From an optimization exercise on the open Yosys and OpenROAD flow, aimed at small area and a short achievable clock period; shortcuts taken in it are not production practice. No functional check of the RTL was part of any run shown here. Power figures rest on the tool's default switching activity, not on a simulated workload.

==> flow/design.v, too long to show whole: its modules and the start of the top module <==
// module mult_cell: 46 lines
// module mult_man: 964 lines
module mult_man (
  input clk, input rstn, input data_rdy,
  input [16:0] mult1_signed, input [16:0] mult2_signed,
  output [31:0] res, output [33:0] res_signed, output res_rdy, output [32:0] res_final);
  // ...
==> flow/run.sh <==
#!/bin/bash
# synth_recipe.tcl (not shown) runs the flow's synth.tcl, then flattens the netlist and writes it again
# the make line also repeats each setting of config.mk as NAME=value (left out here)
make -C /OpenROAD-flow-scripts/flow DESIGN_CONFIG=/design/flow/config.mk WORK_HOME=/design/flow/orfs CLKGATE_MAP_FILE= SYNTH_SCRIPT=/design/flow/synth_recipe.tcl finish
==> flow/config.mk <==
export PLATFORM = sky130hd
export DESIGN_NAME = mult_man
export DESIGN_NICKNAME = mult_man
export VERILOG_FILES = /design/flow/design.v
export SDC_FILE = /design/flow/constraint.sdc
export NUM_CORES = 4
export LEC_CHECK = 0
export ABC_CLOCK_PERIOD_IN_PS = 2000
export CAP_MARGIN = 20
export CORE_MARGIN = 2
export CORE_UTILIZATION = 40
export SETUP_SLACK_MARGIN = 2.4
export SLEW_MARGIN = 20
==> flow/constraint.sdc <==
create_clock -name core_clock -period 4.5 [get_ports {clk}]
set_input_delay 0.9000 -clock core_clock [delete_from_list [all_inputs] [get_ports {clk}]]
set_output_delay 0.9000 -clock core_clock [all_outputs]
set_load 0.01 [all_outputs]
==> metrics.cfg, run 1 <==
[outcome]
outcome = no timing/DRC/antenna violations

[route]
wl_per_cell_um = 15.8
drc_errors = 0
viasPerCell = 4.55

[sta]
fmax_mhz = 370
worst_pin_slew_ns = 0.739

[worst_setup_path]
crit_chain = inv_1, ha_4, xnor2_1, nor3_2, nand4_4, or2_4, or4b_4, o21ai_2, xor2_1, nor2_1
reg2reg_slack_ns = 1.80
crit_buf_inv = 1
r2r_cells = 10

[yosys]
netlist_top_cells_count = inv_1 (341), dfxtp_1 (253), fa_1 (196)
synth_xor_area_share_pct = 5.34
yosys.area_share.simple_pct = 13.7
yosys.area.top_type = dfxtp_1
synth_top_family_by_area = adder cells
synth_nets = 2067

[grt]
grt-busiest-layer = met2
use_met2_pct = 28.9
grt_max_degree = 37

[min_path]
hp-class = reg2reg

[finish]
n_all_buffers = 246
seq_share_pct = 30.3
n_all_inverters = 341
multi_input_area_um2 = 10400

[clocking]
cts_hold_buf = 0
cts_tree = built
ctsResizeCount = 438

[pwr]
sequentialPower_mw = 4.28

==> inputs of run 2 (changes only) <==
--- a/flow/design.v
+++ b/flow/design.v
@@ -984,26 +984,57 @@
   reg p3_col29_1; always @(posedge clk) p3_col29_1 <= s419;
   reg p3_col30_0; always @(posedge clk) p3_col30_0 <= p2_col30_0;
   reg p3_col30_1; always @(posedge clk) p3_col30_1 <= c420;
   reg p3_n_0; always @(posedge clk) p3_n_0 <= p2_n_0;
   reg v3; always @(posedge clk or negedge rstn) if (!rstn) v3 <= 1'b0; else v3 <= v2;
   wire [31:0] cx = {1'b0,p3_col30_0,p3_col29_0,p3_col28_0,p3_col27_0,p3_col26_0,p3_col25_0,p3_col24_0,p3_col23_0,p3_col22_0,p3_col21_0,p3_col20_0,p3_col19_0,p3_col18_0,p3_col17_0,p3_col16_0,p3_col15_0,p3_col14_0,p3_col13_0,p3_col12_0,p3_col11_0,p3_col10_0,p3_col9_0,p3_col8_0,p3_col7_0,p3_col6_0,p3_col5_0,p3_col4_0,p3_col3_0,p3_col2_0,p3_col1_0,p3_col0_0};
   wire [31:0] cy = {1'b0,p3_col30_1,p3_col29_1,p3_col28_1,p3_col27_1,p3_col26_1,p3_col25_1,p3_col24_1,p3_col23_1,p3_col22_1,p3_col21_1,p3_col20_1,p3_col19_1,p3_col18_1,p3_col17_1,p3_col16_1,p3_col15_1,p3_col14_1,p3_col13_1,p3_col12_1,p3_col11_1,p3_col10_1,p3_col9_1,p3_col8_1,p3_col7_1,p3_col6_1,p3_col5_1,p3_col4_1,p3_col3_1,p3_col2_1,p3_col1_1,1'b0};
   wire [31:0] prod = cx + cy;
-  wire [31:0] pf = {prod[31],prod[30],prod[29],prod[28],prod[27],prod[26],prod[25],prod[24],prod[23],prod[22],prod[21],prod[20],prod[19],prod[18],prod[17],prod[16],prod[15],prod[14],prod[13],prod[12],prod[11],prod[10],prod[9],prod[8],prod[7],prod[6],prod[5],prod[4],prod[3],prod[2],prod[1],prod[0]};
-  wire nf = p3_n_0;
-  wire vf = v3;
-  wire [31:0] zt = cx ^ cy;
-  wire [31:0] zo = {cx[30:0] | cy[30:0], 1'b0};
-  wire [31:0] ze = ~(zt ^ zo);
+  reg p4_p_0; always @(posedge clk) p4_p_0 <= prod[0];
+  reg p4_p_1; always @(posedge clk) p4_p_1 <= prod[1];
+  reg p4_p_2; always @(posedge clk) p4_p_2 <= prod[2];
+  reg p4_p_3; always @(posedge clk) p4_p_3 <= prod[3];
+  reg p4_p_4; always @(posedge clk) p4_p_4 <= prod[4];
+  reg p4_p_5; always @(posedge clk) p4_p_5 <= prod[5];
+  reg p4_p_6; always @(posedge clk) p4_p_6 <= prod[6];
+  reg p4_p_7; always @(posedge clk) p4_p_7 <= prod[7];
+  reg p4_p_8; always @(posedge clk) p4_p_8 <= prod[8];
+  reg p4_p_9; always @(posedge clk) p4_p_9 <= prod[9];
+  reg p4_p_10; always @(posedge clk) p4_p_10 <= prod[10];
+  reg p4_p_11; always @(posedge clk) p4_p_11 <= prod[11];
+  reg p4_p_12; always @(posedge clk) p4_p_12 <= prod[12];
+  reg p4_p_13; always @(posedge clk) p4_p_13 <= prod[13];
+  reg p4_p_14; always @(posedge clk) p4_p_14 <= prod[14];
+  reg p4_p_15; always @(posedge clk) p4_p_15 <= prod[15];
+  reg p4_p_16; always @(posedge clk) p4_p_16 <= prod[16];
+  reg p4_p_17; always @(posedge clk) p4_p_17 <= prod[17];
+  reg p4_p_18; always @(posedge clk) p4_p_18 <= prod[18];
+  reg p4_p_19; always @(posedge clk) p4_p_19 <= prod[19];
+  reg p4_p_20; always @(posedge clk) p4_p_20 <= prod[20];
+  reg p4_p_21; always @(posedge clk) p4_p_21 <= prod[21];
+  reg p4_p_22; always @(posedge clk) p4_p_22 <= prod[22];
+  reg p4_p_23; always @(posedge clk) p4_p_23 <= prod[23];
+  reg p4_p_24; always @(posedge clk) p4_p_24 <= prod[24];
+  reg p4_p_25; always @(posedge clk) p4_p_25 <= prod[25];
+  reg p4_p_26; always @(posedge clk) p4_p_26 <= prod[26];
+  reg p4_p_27; always @(posedge clk) p4_p_27 <= prod[27];
+  reg p4_p_28; always @(posedge clk) p4_p_28 <= prod[28];
+  reg p4_p_29; always @(posedge clk) p4_p_29 <= prod[29];
+  reg p4_p_30; always @(posedge clk) p4_p_30 <= prod[30];
+  reg p4_p_31; always @(posedge clk) p4_p_31 <= prod[31];
+  reg p4_n_0; always @(posedge clk) p4_n_0 <= p3_n_0;
+  reg v4; always @(posedge clk or negedge rstn) if (!rstn) v4 <= 1'b0; else v4 <= v3;
+  wire [31:0] pf = {p4_p_31,p4_p_30,p4_p_29,p4_p_28,p4_p_27,p4_p_26,p4_p_25,p4_p_24,p4_p_23,p4_p_22,p4_p_21,p4_p_20,p4_p_19,p4_p_18,p4_p_17,p4_p_16,p4_p_15,p4_p_14,p4_p_13,p4_p_12,p4_p_11,p4_p_10,p4_p_9,p4_p_8,p4_p_7,p4_p_6,p4_p_5,p4_p_4,p4_p_3,p4_p_2,p4_p_1,p4_p_0};
+  wire nf = p4_n_0;
+  wire vf = v4;
   wire [31:0] nzp;
   assign nzp[0] = 1'b0;
   genvar gi; generate for (gi = 1; gi < 32; gi = gi + 1) begin : g_nz
-    assign nzp[gi] = ~&ze[gi-1:0];
+    assign nzp[gi] = |pf[gi-1:0];
   end endgenerate
   wire [33:0] sgn = {nf, nf, pf ^ ({32{nf}} & nzp)};
   reg [31:0] r_q; reg [33:0] rs_q; reg rdy_q;
   always @(posedge clk or negedge rstn)
     if (!rstn) begin r_q <= 32'd0; rs_q <= 34'd0; rdy_q <= 1'b0; end
     else begin rdy_q <= vf; r_q <= vf ? pf : 32'd0; rs_q <= vf ? sgn : 34'd0; end
   assign res = r_q; assign res_signed = rs_q; assign res_rdy = rdy_q;
   assign res_final = {1'b0, r_q};
==> flow/config.mk (replaced) <==
export PLATFORM = sky130hd
export DESIGN_NAME = mult_man
export DESIGN_NICKNAME = mult_man
export VERILOG_FILES = /design/flow/design.v
export SDC_FILE = /design/flow/constraint.sdc
export NUM_CORES = 4
export LEC_CHECK = 0
export ABC_CLOCK_PERIOD_IN_PS = 2000
export CAP_MARGIN = 20
export CORE_MARGIN = 2
export CORE_UTILIZATION = 40
export SLEW_MARGIN = 20
==> metrics.cfg, run 2 <==
[clocking]
cts_root_buf = clkbuf_16  ; unchanged
post_cts.repair.setup_buffers = 0  ; was 81
cts_tree = built  ; unchanged
ctsResizeCount = 0  ; was 438
cts-htree-levels = 2  ; unchanged
cts.sinks = 355  ; was 321
clock_latency_ns = 0.54  ; about the same
cts.reportedPaths.clkPinSlew_ns = 0.06  ; about the same
cts_hold_buf = 0  ; unchanged
cts_buffers = 38  ; was 36
cts.path.max_buffers = 3  ; unchanged

[min_path]
hp-class = reg2reg  ; unchanged
hold_depth = 0  ; unchanged
min_from = p1_n_0  ; was p2_col30_0
holdPathEnd = p2_n_0  ; was p3_col30_0

[worst_setup_path]
r2r_cells = 7  ; was 10
required_ns = 4.92  ; about the same
reg2reg_slack_ns = 1.66  ; was 1.80 ns
worst_path_largest_cell_delay_ns = 0.75  ; was 0.58 ns
crit_type = reg2reg  ; unchanged
slowest_stage = a2111oi_0  ; was or4b_4
end_kind = flip-flop  ; unchanged
crit_path_max_fanout = 9  ; was 6
cp_top_family = compound AO/OA/AOI/OAI gates  ; was simple AND/OR/NAND/NOR gates
cp_data_arrival_time_ns = 3.25  ; was 3.12 ns
crit_buf_inv = 0  ; was 1
r2r-start = p3_col12_0  ; was p3_col7_0
crit_chain = ha_1, nand4_1, a2111oi_0, a21oi_1, a21oi_1, a21boi_0, xnor2_1  ; was inv_1, ha_4, xnor2_1, nor3_2, nand4_4, or2_4, or4b_4, o21ai_2, xor2_1, nor2_1
cp_common_cell = a21oi_1
cp-start-kind = flip-flop  ; unchanged
timing.rr.end = p4_p_22  ; was rs_q[23]

[yosys]
synthTopCellsByArea = dfxtp_1 (33%), fa_1 (22%), dfrtp_1 (9.8%)  ; was dfxtp_1 (28%), fa_1 (22%), dfrtp_1 (9.5%)
avgSynthCellArea_um2 = 10.5  ; was 10.2 µm²
synth_top_cell_area_share_pct = 32.6  ; was 28.4%
synth-edff-count = 0  ; unchanged
synth.distinct_cells = 53  ; was 65
netlist_top_cells_count = inv_1 (312), dfxtp_1 (286), nand2_1 (198)  ; was inv_1 (341), dfxtp_1 (253), fa_1 (196)
async_flop_share_pct = 19.4  ; was 21.2%
synth_seq_cells = 355  ; was 321
yosysMostFrequentCell = inv_1  ; unchanged
synth_area_um2 = 17500  ; was 17800 µm²
yosys.area.top_type = dfxtp_1  ; unchanged
synth_flop_cell = dfxtp_1  ; unchanged
synth_nets = 1951  ; was 2067
ys_warn_count = 1  ; unchanged
synth_cells = 1669  ; was 1758
yosysSeqAreaShare_pct = 42.5  ; was 37.9%

[sta]
final-setup-viol-count = 0  ; unchanged
maxSlewHeadroom_pct = 33.3  ; was 50.6%
fmax_mhz = 353  ; was 370 MHz
finalCritPeriodShare_pct = 63.0  ; was 60.1%
finalHoldViolations = 0  ; unchanged
fin_skew_ns = 0.0213  ; was 0.0209 ns
maxSlewViolCount = 0  ; unchanged
min_period_ns = 2.84  ; was 2.70 ns
rsz0062_at_grt = false  ; was true
worst_pin_slew_ns = 0.999  ; was 0.739 ns
fin_tns_setup_ns = 0  ; unchanged

[finish]
most-common-layout-cells = inv_1 (312), dfxtp_1 (285), nand2_1 (198)  ; was inv_1 (329), dfxtp_1 (209), fa_1 (194)
largest_reg_flops = 33  ; unchanged
fin_util_pct = 47.3  ; was 51.3%
layout_commonest_cell = inv_1  ; unchanged
largest_register = rs_q  ; unchanged
stdcell_count = 2372  ; was 2563
area_growth_pct = 16.5  ; was 26.9%
final_layout_size_suffix_gt1_share_pct = 4.20  ; was 22.7%
reg.largest.list = rs_q x33, r_q x31  ; unchanged
nets = 2041  ; was 2254
num_antenna_cells = 0  ; unchanged
fin_area_um2 = 20400  ; was 22600 µm²

[floorplan]
initial_core_util_pct = 40.6  ; was 40.4%
dieWidth_um = 213  ; was 215 µm
die_area_um2 = 45600  ; was 46300 µm²
num_rows = 76  ; was 77
ioPinCount = 137  ; unchanged
core_um2 = 43200  ; was 44100 µm²
die_h_um = 213  ; was 215 µm

[route]
wl_met3_um = 2400  ; was 1980 µm
wl_met2_um = 16200  ; was 18500 µm
firstDrtPassIters = 5  ; was 4
ant_nets = 0  ; unchanged
vias = 11000  ; was 11700
drtIter0Drc = 600  ; was 619
maxUsedRoutingLayer = met4  ; unchanged
viasPerCell = 4.62  ; was 4.55
drt-total-wl_um = 36300  ; was 40400 µm
wl_per_cell_um = 15.3  ; was 15.8 µm
wl_met1_um = 16700  ; was 18800 µm
drc_errors = 0  ; unchanged

[pwr]
power_frac_seq_pct = 35.9  ; was 25.8%
p_clk_share_pct = 22.9  ; was 18.6%
p_leak_nw = 9.53  ; was 10.8 nW
power_density_nw_per_um2 = 661  ; was 732 nW/µm²
worst_ir_drop_vdd_v = 0.000284  ; was 0.000327 V
swShare_pct = 36.4  ; was 40.1%
p_int_mw = 8.59  ; was 9.93 mW
p_sw_mw = 4.91  ; was 6.64 mW
p_comb_share_pct = 41.2  ; was 55.6%
power_mw = 13.5  ; was 16.6 mW

[grt]
grtUsageTotal_pct = 16.8  ; was 17.8%
grt_max_degree = 45  ; was 37
overflow = 0  ; unchanged
grt_pass1_wl_um = 59900  ; was 65500 µm
grt_pass1_vias = 11500  ; was 12600
antenna_found_initial = 1  ; was 0

[placement]
placed_cell_area_um2 = 19200  ; was 19900 µm²
dp.cells = 2304  ; was 2394
io_buffers = 135  ; unchanged
place_congestion = 0.832  ; was 0.806
dpl.hpwl_um = 25700  ; was 28000 µm

[outcome]
outcome = no timing/DRC/antenna violations  ; unchanged

[flow_run]
drv_cap = 0  ; unchanged

[run 2: how the worst max path moves through the flow]
stage,startpoint,end,slack [ns],cells after the start
finish,p3_col12_0,p4_p_22,1.66,7
global route,p3_col12_0,p4_p_22,1.37,7
CTS,p3_col12_0,p4_p_22,1.58,7
detailed placement,mult2_signed[8],p1_bm_14,1.52,7
global placement,mult2_signed[9],p1_bm_14,1.50,7
floorplan,mult2_signed[9],p1_bm_14,2.05,6
[run 2: metrics by stage]
step | hold WS, ns | worst slack, ns
floorplan | 0.310 | 2.05
detailed placement | 0.315 | 1.52
global placement | 0.314 | 1.50
finish | 0.326 | 1.66
global route | 0.338 | 1.37
CTS | 0.327 | 1.58
[run 2: cell type report]
cell class	count	area (µm²)
multi-input cells	915	8460
clock buffers	59	1190
fillers	4020	22700
repair buffers	137	1360
inverters	312	1170
well taps	585	732
flip-flops and latches	355	7450
clock inverters	9	73.8
[run 2: per-layer routing]
| metal | vias up | track usage [%] |
|---|---|---|
| li1 | 5186 | - |
| met1 | 5343 | 22.6 |
| met2 | 341 | 27.1 |
| met3 | 85 | 3.66 |
| met4 | 0 | 5.10 |
| met5 | - | 0 |
[run 2: power by group through the flow]
stage | logic (mW) | registers (mW) | clock network [mW]
after floorplan | 3.72 | 4.70 | 0
after global placement | 5.44 | 4.89 | 0
after detailed placement | 5.58 | 4.91 | 0
after CTS | 5.60 | 4.85 | 3.18
after global routing | 6.38 | 4.96 | 3.32
final | 5.56 | 4.84 | 3.10
[run 2: cell families (layout without fill, tap and decap cells)]
| family | after synthesis | in the layout | synth area share, % |
|---|---|---|---|
| and+or+nand+nor | 442 | 442 | 12.7 |
| adders and majority gates | 245 | 245 | 25.9 |
| buffers and inverters | 399 | 517 | 9.33 |
| xor gates and xnor gates | 80 | 80 | 3.99 |
| other | 1 | 1 | 0.0214 |
| AOI/OAI and AO/OA | 147 | 147 | 5.58 |
| DFF | 355 | 355 | 42.5 |
[run 2: worst register-to-register path, delay by kind of cell, from the launching register on]
family / cells / cell delay, ns
flip-flops: 1 / 0.31
AO/OA/AOI/OAI: 4 / 1.68
AND/OR/NAND/NOR: 1 / 0.14
XOR/XNOR: 1 / 0.16
adder cells (fa/ha/maj): 1 / 0.44

==> re-timing with driven ports <==
The flow's constraints put no driver on any port. The routed layouts listed below were extracted and timed again, unchanged, in two steps.
Step 1 assumes that a clkbuf_16 drives the clock port and a buf_2 every other input.
Step 2 adds t to the input delays and takes it off the output delays; t is the mean of the earliest and latest rising clock arrival at the registers after step 1. Input paths then give back, and output paths get back, about the clock's delay inside the block.
Slacks: ideal ports / drivers / drivers and shift; pairs: ideal ports / drivers.
run | shift t [ns] | slack for setup (ns) | clock arrival spread, ns
run 1 | 0.583 | 1.798 / 1.798 / 1.787 | 0.025 / 0.025
run 2 | 0.575 | 1.664 / 1.664 / 1.508 | 0.023 / 0.022
After both steps every run listed still meets setup and hold. For run 2, which loses most, drivers alone change the setup slack by 0.000 ns; drivers and shift together by -0.156 ns.
